Background: an optimization exercise with open tools, aiming at small area. Do not read the settings as production practice.
The RTL was checked by simulation tests, not by an equivalence proof against the original design.
The flow treats the clock pin as an ideal source, which a real chip does not have.
Power and IR drop assume default switching activity.

==> inputs of run C <==
## project2
module project2(dip,btn,clk,rst,anodes,cathodes,leds);
input [4:0] dip;
input [3:0] btn;
input clk;
input rst;
output [3:0] anodes;
output [6:0] cathodes;
output [7:0] leds;
reg [12:0] c1;     
reg [6:0] c2;      
reg sc1, sc2;      
reg unl, pau;      
reg [1:0] seg;     
reg [3:0] r0, r1, r2;   
reg [1:0] r3;
reg [3:0] flag;    
reg [4:0] rem;     
reg [12:0] t;      
reg led;           
reg [1:0] dm;      
reg [1:0] ds;      
wire [12:0] c1_d, t_d;
wire [6:0] c2_d;
wire sc1_d, sc2_d, unl_d, pau_d, led_d;
wire [1:0] seg_d, r3_d, dm_d, ds_d;
wire [3:0] r0_d, r1_d, r2_d, flag_d;
wire [4:0] rem_d;
always @(posedge clk) begin
	c1 <= c1_d;
	c2 <= c2_d;
	sc1 <= sc1_d;
	sc2 <= sc2_d;
	unl <= unl_d;
	pau <= pau_d;
	seg <= seg_d;
	r0 <= r0_d;
	r1 <= r1_d;
	r2 <= r2_d;
	r3 <= r3_d;
	flag <= flag_d;
	rem <= rem_d;
	t <= t_d;
	led <= led_d;
	dm <= dm_d;
	ds <= ds_d;
end
wire w1 = ((c1 & 13'b1111011111111) == (13'd3083 & 13'b1111011111111));
wire w2 = ((c2 & 7'b1011110) == (7'd116 & 7'b1011110));
wire tick1 = w1 & ~sc1;   
wire tick2 = w2 & ~sc2;   
wire clr1 = rst | w1;
wire clr2 = rst | w2;
assign c1_d = ~({13{clr1}} | {c1[11:0], ~(c1[12] ^ c1[7] ^ c1[6])});
assign c2_d = ~({7{clr2}} | {c2[5:0], c2[6] ^ c2[0]});
assign sc1_d = ~rst & (sc1 ^ w1);
assign sc2_d = ~rst & (sc2 ^ w2);
wire loc = ~unl & ~pau;
wire [1:0] segn = seg + 2'd1;
wire texp = ((t & 13'b1101111011101) == (13'd2528 & 13'b1101111011101));
wire pexp = ((t & 13'b0001101111111) == (13'd3764 & 13'b0001101111111));
wire [12:0] tstep = ~{t[11:0], t[12] ^ t[5]};
wire valid = (dip[3:0] == 4'b0001) | (dip[3:0] == 4'b0010) |
             (dip[3:0] == 4'b0100) | (dip[3:0] == 4'b1000);
wire [3:0] nw = valid ? (btn & ~flag) : 4'd0;
wire [2:0] np = nw[0] + nw[1] + nw[2] + nw[3];
wire [5:0] remd = {1'b0, rem} - {3'b000, np};
wire over = remd[5];
wire [3:0] rsel = ({4{dip[0]}} & r0) | ({4{dip[1]}} & r1) |
                  ({4{dip[2]}} & r2) | ({4{dip[3]}} & {2'b00, r3});
  ...
==> module project2, before the edit <==
module project2(dip,btn,clk,rst,anodes,cathodes,leds);
input [4:0] dip;
input [3:0] btn;
input clk;
input rst;
output [3:0] anodes;
output [6:0] cathodes;
output [7:0] leds;
reg [12:0] c1;     
reg [6:0] c2;      
reg sc1, sc2;      
reg unl, pau;      
reg [1:0] seg;     
reg [3:0] r0, r1, r2;   
reg [1:0] r3;
reg [3:0] flag;    
reg [4:0] rem;     
reg [12:0] t;      
reg led;           
reg [1:0] dm;      
reg [1:0] ds;      
wire [12:0] c1_d, t_d;
wire [6:0] c2_d;
wire sc1_d, sc2_d, unl_d, pau_d, led_d;
wire [1:0] seg_d, r3_d, dm_d, ds_d;
wire [3:0] r0_d, r1_d, r2_d, flag_d;
wire [4:0] rem_d;
always @(posedge clk) begin
	c1 <= c1_d;
	c2 <= c2_d;
	sc1 <= sc1_d;
	sc2 <= sc2_d;
	unl <= unl_d;
	pau <= pau_d;
	seg <= seg_d;
	r0 <= r0_d;
	r1 <= r1_d;
	r2 <= r2_d;
	r3 <= r3_d;
	flag <= flag_d;
	rem <= rem_d;
	t <= t_d;
	led <= led_d;
	dm <= dm_d;
	ds <= ds_d;
end
wire w1 = ((c1 & 13'b1111011111111) == (13'd3083 & 13'b1111011111111));
wire w2 = ((c2 & 7'b1011110) == (7'd116 & 7'b1011110));
wire tick1 = w1 & ~sc1;   
wire tick2 = w2 & ~sc2;   
wire clr1 = rst | w1;
wire clr2 = rst | w2;
assign c1_d = ~({13{clr1}} | {c1[11:0], ~(c1[12] ^ c1[7] ^ c1[6])});
assign c2_d = ~({7{clr2}} | {c2[5:0], c2[6] ^ c2[0]});
assign sc1_d = ~rst & (sc1 ^ w1);
assign sc2_d = ~rst & (sc2 ^ w2);
wire loc = ~unl & ~pau;
wire [1:0] segn = seg + 2'd1;
wire texp = ((t & 13'b1101111011101) == (13'd2528 & 13'b1101111011101));
wire pexp = ((t & 13'b0001101111111) == (13'd3764 & 13'b0001101111111));
wire [12:0] tstep = ~{t[11:0], t[12] ^ t[5]};
wire valid = (dip[3:0] == 4'b0001) | (dip[3:0] == 4'b0010) |
             (dip[3:0] == 4'b0100) | (dip[3:0] == 4'b1000);
wire [3:0] nw = valid ? (btn & ~flag) : 4'd0;
wire [2:0] np = nw[0] + nw[1] + nw[2] + nw[3];
wire [5:0] remd = {1'b0, rem} - {3'b000, np};
wire over = remd[5];
wire [3:0] rsel = ({4{dip[0]}} & r0) | ({4{dip[1]}} & r1) |
                  ({4{dip[2]}} & r2) | ({4{dip[3]}} & {2'b00, r3});
wire [4:0] diff = {1'b0, rsel} - {1'b0, nw};
wire dead = r0[3] & (r0[2] | r0[1]);
wire deadn = dead | diff[4];
wire unlock = ~deadn & (diff[3:0] == 4'd0) &
              (dip[0] | (r0 == 4'd0)) & (dip[1] | (r1 == 4'd0)) &
              (dip[2] | (r2 == 4'd0)) & (dip[3] | (r3 == 2'd0));
wire fpn = (t != 13'd0) | (nw != 4'd0);
wire lt = tick2 & loc;
wire lstay = lt & ~texp & ~over & ~unlock;
wire uu = tick2 & unl;
wire pt = tick2 & pau;
wire clrd = rst | ~loc;
wire upd = tick2 & valid;
assign r0_d = clrd ? 4'd9 : (upd & deadn) ? 4'd15 : (upd & dip[0]) ? diff[3:0] : r0;
assign r1_d = clrd ? 4'd8 : (upd & dip[1]) ? diff[3:0] : r1;
assign r2_d = clrd ? 4'd8 : (upd & dip[2]) ? diff[3:0] : r2;
assign r3_d = clrd ? 2'd3 : (upd & dip[3]) ? diff[1:0] : r3;
assign flag_d = clrd ? 4'd0 : upd ? btn : flag;
assign rem_d = clrd ? 5'd20 : upd ? remd[4:0] : rem;
assign unl_d = ~rst & ((unl & ~(uu & dip[4])) | (lt & ~texp & ~over & unlock));
assign pau_d = ~rst & ((pau & ~(pt & pexp)) | (lt & (texp | over)));
assign seg_d = rst ? 2'd0 : tick2 ? segn : seg;
assign t_d = rst ? 13'd0 :
             lt ? ((texp | over | unlock) ? 13'd0 : fpn ? tstep : t) :
             pt ? (pexp ? 13'd0 : tstep) : t;
assign led_d = rst ? 1'b0 : tick1 ? (unl & ~led) : led;
assign dm_d = rst ? 2'd0 : lstay ? 2'd0 : (uu & ~dip[4]) ? 2'd1 : pt ? 2'd2 : dm;
assign ds_d = rst ? 2'd0 : (lstay | (uu & ~dip[4]) | pt) ? segn : ds;
wire [10:0] dl = (ds == 2'd0) ? {4'b1111, 7'b1111111} :   
                 (ds == 2'd1) ? {4'b1101, 7'b1000110} :   
                 (ds == 2'd2) ? {4'b1011, 7'b1000000} :   
                                {4'b0111, 7'b1000111};    
wire [10:0] du = (ds == 2'd0) ? {4'b1110, 7'b1000110} :   
                 (ds == 2'd1) ? {4'b1101, 7'b1000111} :   
                 (ds == 2'd2) ? {4'b1011, 7'b0101011} :   
                                {4'b0111, 7'b1000001};    
wire [10:0] dp = (ds == 2'd0) ? {4'b1110, 7'b0010010} :   
                 (ds == 2'd1) ? {4'b1101, 7'b1000001} :   
                 (ds == 2'd2) ? {4'b1011, 7'b0001000} :   
                                {4'b0111, 7'b0001100};    
wire [10:0] disp = dm[1] ? dp : dm[0] ? du : dl;
assign anodes = disp[10:7];
assign cathodes = disp[6:0];
assign leds = {8{led}};
endmodule
clock: 12.0 ns
lec_check: 0
cap_margin: 20
core_margin: 2
core_utilization: 70
place_density: 0.8
slew_margin: 20
standard.sh (not shown) runs the stock make flow with config.mk's settings and CLKGATE_MAP_FILE= SYNTH_SCRIPT=/design/flow/synth_recipe.tcl, a recipe that flattens the netlist after the stock synthesis.
==> flow/flow/run.sh <==
#!/bin/bash
# Own layout flow: the standard ORFS flow (standard.sh) with
#  - the logic between the registers mapped by area-oriented ABC scripts
#    (flow/area*.abc, the smallest result kept, flow/own_abc.tcl) and no
#    separate full/half-adder cell mapping; the registers come out of the
#    standard synthesis unchanged;
#  - minimum-size buffers on the input and output ports;
#  - a clock tree of clkbuf_4 cells without dummy balancing loads, with any
#    leaf that drives its flip-flops too slowly made a clkbuf_8
#    (flow/post_cts.tcl).
# The ORFS logs stay under orfs/logs; make's own output goes to flow_make.log.
set -euo pipefail
here=$(pwd)
flowdir=$here/flow
export OWN_ABC_SCRIPTS="$(ls "$flowdir"/area*.abc | tr '\n' ' ')"
export OWN_LOG_DIR="$here"
cat > "$here/own_synth.tcl" <<EOT
source $flowdir/own_abc.tcl
source $here/synth_recipe.tcl
EOT
sed "s#SYNTH_SCRIPT=[^ ]*#SYNTH_SCRIPT=$here/own_synth.tcl#" standard.sh > own_standard.sh
bash own_standard.sh ADDER_MAP_FILE= \
  "BUFFER_PORTS_ARGS=-buffer_cell sky130_fd_sc_hd__buf_1" \
  "CTS_ARGS=-sink_clustering_enable -repair_clock_nets -dont_use_dummy_load -buf_list {sky130_fd_sc_hd__clkbuf_4}" \
  "POST_CTS_TCL=$flowdir/post_cts.tcl" \
  finish > flow_make.log 2>&1
==> flow/flow/area6.abc <==
strash
&get -n
&deepsyn -T 60
&dch -f
&nf -a -R 1000
&put
topo
==> flow/flow/area7.abc <==
strash
&get -n
&deepsyn -T 60
&put
dc2
dch -f
amap
mfs -a -W 4
strash
dch -f
amap
topo
==> flow/flow/own_abc.tcl <==
# Loaded before synth_recipe.tcl: replaces Yosys's abc command so that the
# logic between the registers (which synthesis has already mapped) is mapped
# by each of the area-oriented ABC scripts in OWN_ABC_SCRIPTS, keeping the
# result with the smallest cell area.
proc abc {args} {
  set rest {}
  set skip 0
  foreach a $args {
    if {$skip} { set skip 0; continue }
    if {$a eq "-script" || $a eq "-D"} { set skip 1; continue }
    lappend rest $a
  }
  set lib [lindex $args [expr {[lsearch $args -liberty] + 1}]]
  yosys design -save own_abc_in
  set best_area 1e18
  set best ""
  set k 0
  foreach s $::env(OWN_ABC_SCRIPTS) {
    yosys design -load own_abc_in
    yosys abc -script $s {*}$rest
    set f $::env(OWN_LOG_DIR)/own_abc_stat_$k.txt
    yosys tee -q -o $f stat -liberty $lib
    set fh [open $f r]; set txt [read $fh]; close $fh
    if {[regexp {Chip area for module[^:]*:\s*([0-9.]+)} $txt -> a]} {
      puts "own abc: $s area $a"
      if {$a < $best_area} {
        set best_area $a
        set best $s
        yosys design -save own_abc_best
      }
    }
    incr k
  }
  yosys design -load own_abc_best
  puts "own abc: kept $best area $best_area"
}
==> flow/flow/post_cts.tcl <==
# POST_CTS_TCL hook: clkbuf_4 leaves of the clock tree that drive their
# flip-flops too slowly become clkbuf_8.
source [file dirname [info script]]/upsize_clk.tcl
own_upsize_clock_buffers 0.095
==> flow/flow/upsize_clk.tcl <==
# Upsize any clock tree buffer whose flip-flop clock pins see a slew above
# limit (ns, with placement parasitics) to clkbuf_8, then re-legalize.
proc own_upsize_clock_buffers { limit } {
  set_propagated_clock [all_clocks]
  estimate_parasitics -placement
  set worst [dict create]
  foreach p [get_pins -hierarchical */CLK] {
    set s [get_property $p slew_max]
    set net [get_nets -of_objects $p]
    foreach d [get_pins -of_objects $net -filter "direction == output"] {
      set inst [get_cells -of_objects $d]
      set n [get_full_name $inst]
      if {![dict exists $worst $n] || [dict get $worst $n] < $s} { dict set worst $n $s }
    }
  }
  set changed 0
  dict for {n s} $worst {
    set inst [get_cells $n]
    set m [get_property $inst ref_name]
    puts "clock driver $n ($m): worst clock pin slew $s"
    if {$s > $limit && $m eq "sky130_fd_sc_hd__clkbuf_4"} {
      replace_cell $inst sky130_fd_sc_hd__clkbuf_8
      puts "  upsized to clkbuf_8"
      incr changed
    }
  }
  if {$changed} { detailed_placement }
  estimate_parasitics -placement
}
Other scripts of this flow, unchanged in this note and not shown: flow/flow/area0.abc, flow/flow/area1.abc, flow/flow/area2.abc, flow/flow/area3.abc, flow/flow/area4.abc, flow/flow/area5.abc
==> run G (differences from run C) <==
--- a/flow/design.v
+++ b/flow/design.v
@@ -15,3 +15,3 @@
 reg [1:0] r3;
-reg [3:0] flag;    
+reg [3:0] rel;     
 reg [4:0] rem;     
@@ -25,3 +25,3 @@
 wire [1:0] seg_d, r3_d, dm_d, ds_d;
-wire [3:0] r0_d, r1_d, r2_d, flag_d;
+wire [3:0] r0_d, r1_d, r2_d, rel_d;
 wire [4:0] rem_d;
@@ -39,3 +39,3 @@
 	r3 <= r3_d;
-	flag <= flag_d;
+	rel <= rel_d;
 	rem <= rem_d;
@@ -58,8 +58,8 @@
 wire [1:0] segn = seg + 2'd1;
-wire texp = ((t & 13'b1101111011101) == (13'd2528 & 13'b1101111011101));
-wire pexp = ((t & 13'b0001101111111) == (13'd3764 & 13'b0001101111111));
-wire [12:0] tstep = ~{t[11:0], t[12] ^ t[5]};
+wire texp = ((t & 13'b1110111111001) == (13'd2367 & 13'b1110111111001));
+wire pexp = ((t & 13'b0011101101111) == (13'd1824 & 13'b0011101101111));
+wire [12:0] tstep = {t[11:0], ~(t[12] ^ t[8])};
 wire valid = (dip[3:0] == 4'b0001) | (dip[3:0] == 4'b0010) |
              (dip[3:0] == 4'b0100) | (dip[3:0] == 4'b1000);
-wire [3:0] nw = valid ? (btn & ~flag) : 4'd0;
+wire [3:0] nw = valid ? (btn & rel) : 4'd0;
 wire [2:0] np = nw[0] + nw[1] + nw[2] + nw[3];
@@ -86,3 +86,3 @@
 assign r3_d = clrd ? 2'd3 : (upd & dip[3]) ? diff[1:0] : r3;
-assign flag_d = clrd ? 4'd0 : upd ? btn : flag;
+assign rel_d = clrd ? 4'b1111 : upd ? ~btn : rel;
 assign rem_d = clrd ? 5'd20 : upd ? remd[4:0] : rem;
==> flow/flow/run.sh (replaced) <==
#!/bin/bash
# Own layout flow: the standard ORFS flow (standard.sh) with
#  - the logic between the registers mapped by area-oriented ABC scripts
#    (flow/area*.abc): four synthesis runs in parallel, each trying its share
#    of the scripts and keeping its smallest result (flow/own_abc.tcl); the
#    smallest of the four goes on to the layout. No separate full/half-adder
#    cell mapping. The registers come out of the standard synthesis unchanged;
#  - minimum-size buffers on the input and output ports;
#  - a clock tree of clkbuf_4 cells without dummy balancing loads, with any
#    leaf that drives its flip-flops too slowly made a clkbuf_8
#    (flow/post_cts.tcl).
# The ORFS logs stay under orfs/logs (and orfs_N/logs for the synthesis
# runs); make's own output goes to synth_N.log and flow_make.log.
set -euo pipefail
here=$(pwd)
flowdir=$here/flow
cat > "$here/own_synth.tcl" <<EOT
source $flowdir/own_abc.tcl
source $here/synth_recipe.tcl
EOT
sed "s#SYNTH_SCRIPT=[^ ]*#SYNTH_SCRIPT=$here/own_synth.tcl#" standard.sh > own_standard.sh
args=(ADDER_MAP_FILE=
  "BUFFER_PORTS_ARGS=-buffer_cell sky130_fd_sc_hd__buf_1"
  "CTS_ARGS=-sink_clustering_enable -repair_clock_nets -dont_use_dummy_load -buf_list {sky130_fd_sc_hd__clkbuf_4}"
  "POST_CTS_TCL=$flowdir/post_cts.tcl")
scripts=("$flowdir"/area*.abc)
pids=()
for k in 0 1 2 3; do
  mine=""
  for i in "${!scripts[@]}"; do
    if (( i % 4 == k )); then mine="$mine ${scripts[$i]}"; fi
  done
  mkdir -p "$here/synth_$k"
  sed "s#WORK_HOME=[^ ]*#WORK_HOME=$here/orfs_$k#" own_standard.sh > "own_standard_$k.sh"
  OWN_ABC_SCRIPTS="$mine" OWN_LOG_DIR="$here/synth_$k" \
    bash "own_standard_$k.sh" "${args[@]}" synth > "synth_$k.log" 2>&1 &
  pids+=($!)
done
for p in "${pids[@]}"; do wait "$p" || true; done
best=""; best_area=""
for k in 0 1 2 3; do
  f="$here/orfs_$k/reports/sky130hd/project2/base/synth_stat.txt"
  [[ -f $f ]] || continue
  a=$(sed -n 's/.*Chip area for module[^:]*: *\([0-9.]*\).*/\1/p' "$f" | head -1)
  echo "synthesis run $k: area $a"
  if [[ -z $best ]] || awk -v a="$a" -v b="$best_area" 'BEGIN{exit !(a < b)}'; then
    best=$k; best_area=$a
  fi
done
echo "using synthesis run $best (area $best_area)"
if [[ -n $best ]]; then
  mkdir -p orfs
  cp -a "orfs_$best"/. orfs/
fi
export OWN_ABC_SCRIPTS="${scripts[*]}"
export OWN_LOG_DIR="$here"
bash own_standard.sh "${args[@]}" finish > flow_make.log 2>&1
==> flow/flow/area10.abc (new file) <==
strash
&get -n
&deepsyn -T 60 -S 10
&put
dc2
dch -f
amap
topo
==> flow/flow/area11.abc (new file) <==
strash
&get -n
&deepsyn -T 60 -S 11
&put
dc2
dch -f
amap
topo
==> flow/flow/area12.abc (new file) <==
strash
&get -n
&deepsyn -T 60 -S 2
&dch -f
&nf -a -R 1000
&put
topo
==> flow/flow/area13.abc (new file) <==
strash
&get -n
&deepsyn -T 60 -S 2
&put
dc2
dch -f
amap
mfs -a -W 4
strash
dch -f
amap
topo
==> flow/flow/area6.abc (replaced) <==
strash
&get -n
&deepsyn -T 60 -S 6
&put
dc2
dch -f
amap
topo
==> flow/flow/area7.abc (replaced) <==
strash
&get -n
&deepsyn -T 60 -S 7
&put
dc2
dch -f
amap
topo
==> flow/flow/area8.abc (new file) <==
strash
&get -n
&deepsyn -T 60 -S 8
&put
dc2
dch -f
amap
topo
==> flow/flow/area9.abc (new file) <==
strash
&get -n
&deepsyn -T 60 -S 9
&put
dc2
dch -f
amap
topo
--- a/flow/config.mk
+++ b/flow/config.mk
@@ -9,4 +9,4 @@
 export CORE_MARGIN = 2
-export CORE_UTILIZATION = 70
-export PLACE_DENSITY = 0.8
+export CORE_UTILIZATION = 85
+export PLACE_DENSITY = 0.9
 export SLEW_MARGIN = 20
==> run D (differences from run C) <==
--- a/flow/design.v
+++ b/flow/design.v
@@ -8,39 +8,93 @@
 output [7:0] leds;
-reg [12:0] c1;     
-reg [6:0] c2;      
-reg sc1, sc2;      
-reg unl, pau;      
-reg [1:0] seg;     
-reg [3:0] r0, r1, r2;   
-reg [1:0] r3;
-reg [3:0] flag;    
-reg [4:0] rem;     
-reg [12:0] t;      
-reg led;           
-reg [1:0] dm;      
-reg [1:0] ds;      
-wire [12:0] c1_d, t_d;
+localparam [12:0] P_C1 = 13'd0;
+reg [12:0] s_c1;
+wire [12:0] c1 = s_c1 ^ P_C1;
+wire [12:0] c1_d;
+localparam [6:0] P_C2 = 7'd0;
+reg [6:0] s_c2;
+wire [6:0] c2 = s_c2 ^ P_C2;
 wire [6:0] c2_d;
-wire sc1_d, sc2_d, unl_d, pau_d, led_d;
-wire [1:0] seg_d, r3_d, dm_d, ds_d;
-wire [3:0] r0_d, r1_d, r2_d, flag_d;
+localparam [0:0] P_SC1 = 1'd0;
+reg [0:0] s_sc1;
+wire [0:0] sc1 = s_sc1 ^ P_SC1;
+wire [0:0] sc1_d;
+localparam [0:0] P_SC2 = 1'd0;
+reg [0:0] s_sc2;
+wire [0:0] sc2 = s_sc2 ^ P_SC2;
+wire [0:0] sc2_d;
+localparam [0:0] P_UNL = 1'd0;
+reg [0:0] s_unl;
+wire [0:0] unl = s_unl ^ P_UNL;
+wire [0:0] unl_d;
+localparam [0:0] P_PAU = 1'd0;
+reg [0:0] s_pau;
+wire [0:0] pau = s_pau ^ P_PAU;
+wire [0:0] pau_d;
+localparam [1:0] P_SEG = 2'd0;
+reg [1:0] s_seg;
+wire [1:0] seg = s_seg ^ P_SEG;
+wire [1:0] seg_d;
+localparam [3:0] P_R0 = 4'd0;
+reg [3:0] s_r0;
+wire [3:0] r0 = s_r0 ^ P_R0;
+wire [3:0] r0_d;
+localparam [3:0] P_R1 = 4'd0;
+reg [3:0] s_r1;
+wire [3:0] r1 = s_r1 ^ P_R1;
+wire [3:0] r1_d;
+localparam [3:0] P_R2 = 4'd0;
+reg [3:0] s_r2;
+wire [3:0] r2 = s_r2 ^ P_R2;
+wire [3:0] r2_d;
+localparam [1:0] P_R3 = 2'd0;
+reg [1:0] s_r3;
+wire [1:0] r3 = s_r3 ^ P_R3;
+wire [1:0] r3_d;
+localparam [0:0] P_DEAD = 1'd0;
+reg [0:0] s_dead;
+wire [0:0] dead = s_dead ^ P_DEAD;
+wire [0:0] dead_d;
+localparam [3:0] P_FLAG = 4'd0;
+reg [3:0] s_flag;
+wire [3:0] flag = s_flag ^ P_FLAG;
+wire [3:0] flag_d;
+localparam [4:0] P_REM = 5'd0;
+reg [4:0] s_rem;
+wire [4:0] rem = s_rem ^ P_REM;
 wire [4:0] rem_d;
+localparam [12:0] P_T = 13'd0;
+reg [12:0] s_t;
+wire [12:0] t = s_t ^ P_T;
+wire [12:0] t_d;
+localparam [0:0] P_LED = 1'd0;
+reg [0:0] s_led;
+wire [0:0] led = s_led ^ P_LED;
+wire [0:0] led_d;
+localparam [1:0] P_DM = 2'd0;
+reg [1:0] s_dm;
+wire [1:0] dm = s_dm ^ P_DM;
+wire [1:0] dm_d;
+localparam [1:0] P_DS = 2'd0;
+reg [1:0] s_ds;
+wire [1:0] ds = s_ds ^ P_DS;
+wire [1:0] ds_d;
 always @(posedge clk) begin
-	c1 <= c1_d;
-	c2 <= c2_d;
-	sc1 <= sc1_d;
-	sc2 <= sc2_d;
-	unl <= unl_d;
-	pau <= pau_d;
-	seg <= seg_d;
-	r0 <= r0_d;
-	r1 <= r1_d;
-	r2 <= r2_d;
-	r3 <= r3_d;
-	flag <= flag_d;
-	rem <= rem_d;
-	t <= t_d;
-	led <= led_d;
-	dm <= dm_d;
-	ds <= ds_d;
+	s_c1 <= c1_d ^ P_C1;
+	s_c2 <= c2_d ^ P_C2;
+	s_sc1 <= sc1_d ^ P_SC1;
+	s_sc2 <= sc2_d ^ P_SC2;
+	s_unl <= unl_d ^ P_UNL;
+	s_pau <= pau_d ^ P_PAU;
+	s_seg <= seg_d ^ P_SEG;
+	s_r0 <= r0_d ^ P_R0;
+	s_r1 <= r1_d ^ P_R1;
+	s_r2 <= r2_d ^ P_R2;
+	s_r3 <= r3_d ^ P_R3;
+	s_dead <= dead_d ^ P_DEAD;
+	s_flag <= flag_d ^ P_FLAG;
+	s_rem <= rem_d ^ P_REM;
+	s_t <= t_d ^ P_T;
+	s_led <= led_d ^ P_LED;
+	s_dm <= dm_d ^ P_DM;
+	s_ds <= ds_d ^ P_DS;
 end
@@ -58,5 +112,4 @@
 wire [1:0] segn = seg + 2'd1;
-wire texp = ((t & 13'b1101111011101) == (13'd2528 & 13'b1101111011101));
-wire pexp = ((t & 13'b0001101111111) == (13'd3764 & 13'b0001101111111));
-wire [12:0] tstep = ~{t[11:0], t[12] ^ t[5]};
+wire texp = t[12] & t[9] & t[8] & t[7] & t[3] & t[0];    
+wire pexp = t[11] & t[8] & t[7] & t[6] & t[2] & t[0];    
 wire valid = (dip[3:0] == 4'b0001) | (dip[3:0] == 4'b0010) |
@@ -70,3 +123,2 @@
 wire [4:0] diff = {1'b0, rsel} - {1'b0, nw};
-wire dead = r0[3] & (r0[2] | r0[1]);
 wire deadn = dead | diff[4];
@@ -82,3 +134,3 @@
 wire upd = tick2 & valid;
-assign r0_d = clrd ? 4'd9 : (upd & deadn) ? 4'd15 : (upd & dip[0]) ? diff[3:0] : r0;
+assign r0_d = clrd ? 4'd9 : (upd & dip[0]) ? diff[3:0] : r0;
 assign r1_d = clrd ? 4'd8 : (upd & dip[1]) ? diff[3:0] : r1;
@@ -86,2 +138,3 @@
 assign r3_d = clrd ? 2'd3 : (upd & dip[3]) ? diff[1:0] : r3;
+assign dead_d = clrd ? 1'b0 : upd ? deadn : dead;
 assign flag_d = clrd ? 4'd0 : upd ? btn : flag;
@@ -92,4 +145,4 @@
 assign t_d = rst ? 13'd0 :
-             lt ? ((texp | over | unlock) ? 13'd0 : fpn ? tstep : t) :
-             pt ? (pexp ? 13'd0 : tstep) : t;
+             lt ? ((texp | over | unlock) ? 13'd0 : fpn ? t + 13'd1 : t) :
+             pt ? (pexp ? 13'd0 : t + 13'd1) : t;
 assign led_d = rst ? 1'b0 : tick1 ? (unl & ~led) : led;
--- a/flow/flow/upsize_clk.tcl
+++ b/flow/flow/upsize_clk.tcl
@@ -1,3 +1,3 @@
 # Upsize any clock tree buffer whose flip-flop clock pins see a slew above
-# limit (ns, with placement parasitics) to clkbuf_8, then re-legalize.
+# OWN_CLK_SLEW (ns, placement parasitics) to clkbuf_8, then re-legalize.
 proc own_upsize_clock_buffers { limit } {
removed: flow/flow/area6.abc
removed: flow/flow/area7.abc
==> summary.txt <==
|  | run G | run C | run D |
|---|---|---|---|
| Run status | aborted with a tool error | finished clean | finished clean |
| Last stage reached | global placement without I/O (3_1_place_gp_skip_io) | - | - |
| Max-slew violations | - | 0 | 0 |
| Layout non-clock buf frac | - | 3.946% | 4.175% |
| Cell-internal power | - | 281.2 uW | 279.5 uW |
| Shortest period the worst path allows | - | 5669 ps | 6306 ps |
| Mapped Nets | 361 | 364 | 354 |
| Wire length of the first global-routing pass | - | 10,360 um | 10,050 um |
| Share of the synthesized netlist area taken by xor and xnor gates | 0% | 0% | 0.3163% |
| Worst endpoint required time | - | 12,320 ps | 12,290 ps |
| Die Y | 60.74 um | 66.71 um | 66.90 um |
| Number of synthesized register bits | 67 | 67 | 68 |
| Unrepaired setup endpoints after global routing | - | false | false |
| Residual DRC | - | 0 | 0 |
| Number of placed I/O pins | - | 30 | 30 |
| Detail-routed net length per standard cell | - | 14.13 um | 14.54 um |
| Count of non-CTS inverters in the layout | - | 52 | 37 |
| R2R Setup Slk | - | 8560 ps | 8090 ps |
| Met3 layer usage reported by global route | - | 6.081% | 10.30% |
| Clock buffer instance count of the final layout | - | 9 | 9 |

re-timing with driven ports:
In the flow no input, the clock included, has a driving cell. The finished layouts below were timed again as built, in two steps.
Step 1: set_driving_cell puts a clkbuf_16 on clk and a buf_2 on each other input, an assumption about the parent block.
Step 2 adds t to the input delays and takes it off the output delays; t is the mean of the earliest and latest rising clock arrival at the registers after step 1. Input paths then give back, and output paths get back, about the clock's delay inside the block.
a / b / c = ideal ports / drivers / drivers and shift; a / b = the first two.
| run | t, ns | slack for setup (ns) | worst slew at a driven data input, ns | cell pins on the clock port's net |
|---|---|---|---|---|
| run C | 0.421 | 6.331 / 6.334 / 5.913 | 0.03 | 1 |
| run D | 0.427 | 5.694 / 5.701 / 5.273 | 0.04 | 1 |
After both steps every run listed still meets setup and hold. The setup slack of run D, which loses most, moves by +0.007 ns with the drivers and by -0.421 ns with both steps.
